Context: an optimization exercise on an open-source flow, tuned for small area, a short achievable clock period and few clock cycles. The choices shown serve that exercise and are no tape-out recipe.
At most, simulation tests tie the RTL to the original design; equivalence was not proved.
Power figures rest on the tool's default switching activity, not on a simulated workload.

// CHIP
module CHIP (
    clk, rst_n,
    mem_read_D, mem_write_D, mem_addr_D, mem_wdata_D, mem_rdata_D, mem_ready_D,
    mem_read_I, mem_write_I, mem_addr_I, mem_wdata_I, mem_rdata_I, mem_ready_I,
    DCACHE_addr, DCACHE_wdata, DCACHE_wen
);
    input          clk, rst_n;
    output         mem_read_D;
    output         mem_write_D;
    output [31:4]  mem_addr_D;
    output [127:0] mem_wdata_D;
    input  [127:0] mem_rdata_D;
    input          mem_ready_D;
    output         mem_read_I;
    output         mem_write_I;
    output [31:4]  mem_addr_I;
    output [127:0] mem_wdata_I;
    input  [127:0] mem_rdata_I;
    input          mem_ready_I;
    output [29:0]  DCACHE_addr;
    output [31:0]  DCACHE_wdata;
    output         DCACHE_wen;
    localparam IIB = 2;               
    localparam IW  = 2;               
    localparam IS  = 1 << IIB;
    localparam ITW = 28 - IIB;
    localparam DIB = 1;               
    localparam DW  = 2;               
    localparam DS  = 1 << DIB;
    localparam DTW = 28 - DIB;
    localparam DVB = (DW == 2) ? DIB + 1 : DIB;
    localparam MS_IDLE = 2'd0, MS_REQ = 2'd1, MS_WAIT = 2'd2;
  ...
Size: roughly 11000 cells after synthesis, ~640 I/O pins, about 0.17 mm^2 of cells after synthesis.
export LEC_CHECK = 0
export ABC_CLOCK_PERIOD_IN_PS = 3500
export CAP_MARGIN = 20
export CORE_MARGIN = 2
export CORE_UTILIZATION = 40
export SETUP_SLACK_MARGIN = 5
export SLEW_MARGIN = 20
create_clock -name core_clock -period 9.0 [get_ports {clk}]
run.sh (not shown) runs the stock make flow with config.mk's settings and CLKGATE_MAP_FILE= SYNTH_SCRIPT=/design/flow/synth_recipe.tcl, a recipe that flattens the netlist after the stock synthesis.
The starting point finished clean.
Testbench counts at the start, summed over its fixed seeds: cycles 21,746.
==> next run, changes <==
--- a/flow/config.mk
+++ b/flow/config.mk
@@ -6,8 +6,8 @@
 export NUM_CORES = 8
 export LEC_CHECK = 0
-export ABC_CLOCK_PERIOD_IN_PS = 3500
+export ABC_CLOCK_PERIOD_IN_PS = 4000
 export CAP_MARGIN = 20
 export CORE_MARGIN = 2
 export CORE_UTILIZATION = 40
-export SETUP_SLACK_MARGIN = 5
+export SETUP_SLACK_MARGIN = 4.5
 export SLEW_MARGIN = 20
What happened: The new run finished with timing, DRC and antenna clean; sequential cell count does not change; setup slack degrades by 0.037 ns; clock power hardly moves; synthesized area does not change; global-route usage went down by 0.83 points; die area does not change; power decreases by 0.89%.

v6:
Another version of the RTL of CHIP (not shown whole).
Size: roughly 11000 cells after synthesis, ~640 I/O pins, about 160000 µm² of cells after synthesis.
Settings: LEC_CHECK=0, ABC_CLOCK_PERIOD_IN_PS=4000, CAP_MARGIN=20, CORE_MARGIN=2, CORE_UTILIZATION=45, SETUP_SLACK_MARGIN=5.0, SLEW_MARGIN=20; clock period 9.0 ns.
v6 reached the final stage; the timing, DRC and antenna checks on its layout passed.
Testbench counts of v6, summed over its fixed seeds: cycles 18,638.
Inputs modified between v6 and v7:
Settings: CORE_UTILIZATION: 45 -> 40.
## What came out
Looking at met2 global-route usage, v7 sits below v6. Looking at v6 and v7, the final area is a wash. Relative to v6, proportion of layout cells with a drive suffix above 1 has decreased by 0.28 points in v7. Going from v6 to v7, part of the total power dissipated in combinational logic level; power moved down. [diff] core area, v7 relative to v6: regression. Note that the die outline area recorded for v6 amounts to 0.890 times the value seen in v7. v7 ended up with a lower maximum cell stage delay along the critical path than v6 did. Routed wire length of v7 is on par with v6. v7 reports its timing endpoint of the critical path as e_yv[23]$_DFFE_PP_ while v6 reports e_yv[29]$_DFFE_PP_. Diff v6 -> v7: fraction of area in multi-input gates comparable; number of clock buffer instances in the layout now larger.

CHIP, a different RTL version from the one above (not shown whole).
Size in the first run: ~11,000 cells after synthesis, roughly 3,400 flip-flops, roughly 640 I/O pins.
export LEC_CHECK = 0
export ABC_CLOCK_PERIOD_IN_PS = 4000
export CAP_MARGIN = 20
export CORE_MARGIN = 2
export CORE_UTILIZATION = 45
export SETUP_SLACK_MARGIN = 5.0
export SLEW_MARGIN = 20
create_clock -name core_clock -period 9.0 [get_ports {clk}]
The first run went through all stages and came out clean.
==> next run, changes <==
Settings changed: CORE_UTILIZATION 45 to 40.
Outcome: Fmax went up by 1.0%; clock skew went down by 3.4 ps; utilization went down by 5.7 points; routed wire length went down by 0.48%; worst setup slack improves by 43 ps; final cell count went up by about 3.6%; sequential share of layout area went down by 0.11 points; synthesized cell count is unchanged; synthesized area is unchanged; via count hardly moves.
No functional check of the RTL was part of any run of this note.

[port drivers added, routing unchanged]
In the flow no input, the clock included, has a driving cell. The finished layouts below were timed again as built, in two steps.
Step 1, drivers: a clkbuf_16 drives clk and a buf_2 each remaining input, both assumed.
Step 2 adds t to the input delays and takes it off the output delays; t is the mean of the earliest and latest rising clock arrival at the registers after step 1. Input paths then give back, and output paths get back, about the clock's delay inside the block.
a / b / c = ideal / step 1 / step 2; a / b = the first two.
run	t, ns	setup WS [ns]	hold WS [ns]	worst data-port slew with drivers (ns)	cell pins on the clock port's net
the first run of note 1	1.073	4.400 / 4.353 / 3.988	0.481 / 0.481 / 0.481	0.24	1
the second run of note 1	1.069	4.363 / 4.273 / 3.532	0.482 / 0.482 / 0.482	0.24	1
v6	1.071	4.895 / 4.884 / 4.074	0.481 / 0.481 / 0.481	0.19	1
v7	1.104	4.837 / 4.837 / 3.993	0.482 / 0.482 / 0.482	0.33	1
the first run of note 3	1.054	4.774 / 4.774 / 4.061	0.465 / 0.465 / 0.465	0.16	1
the second run of note 3	1.083	4.816 / 4.816 / 3.984	0.460 / 0.460 / 0.460	0.17	1
After both steps every run listed still meets setup and hold. For v7, which loses most, drivers alone change the setup slack by 0.000 ns; drivers and shift together by -0.844 ns.
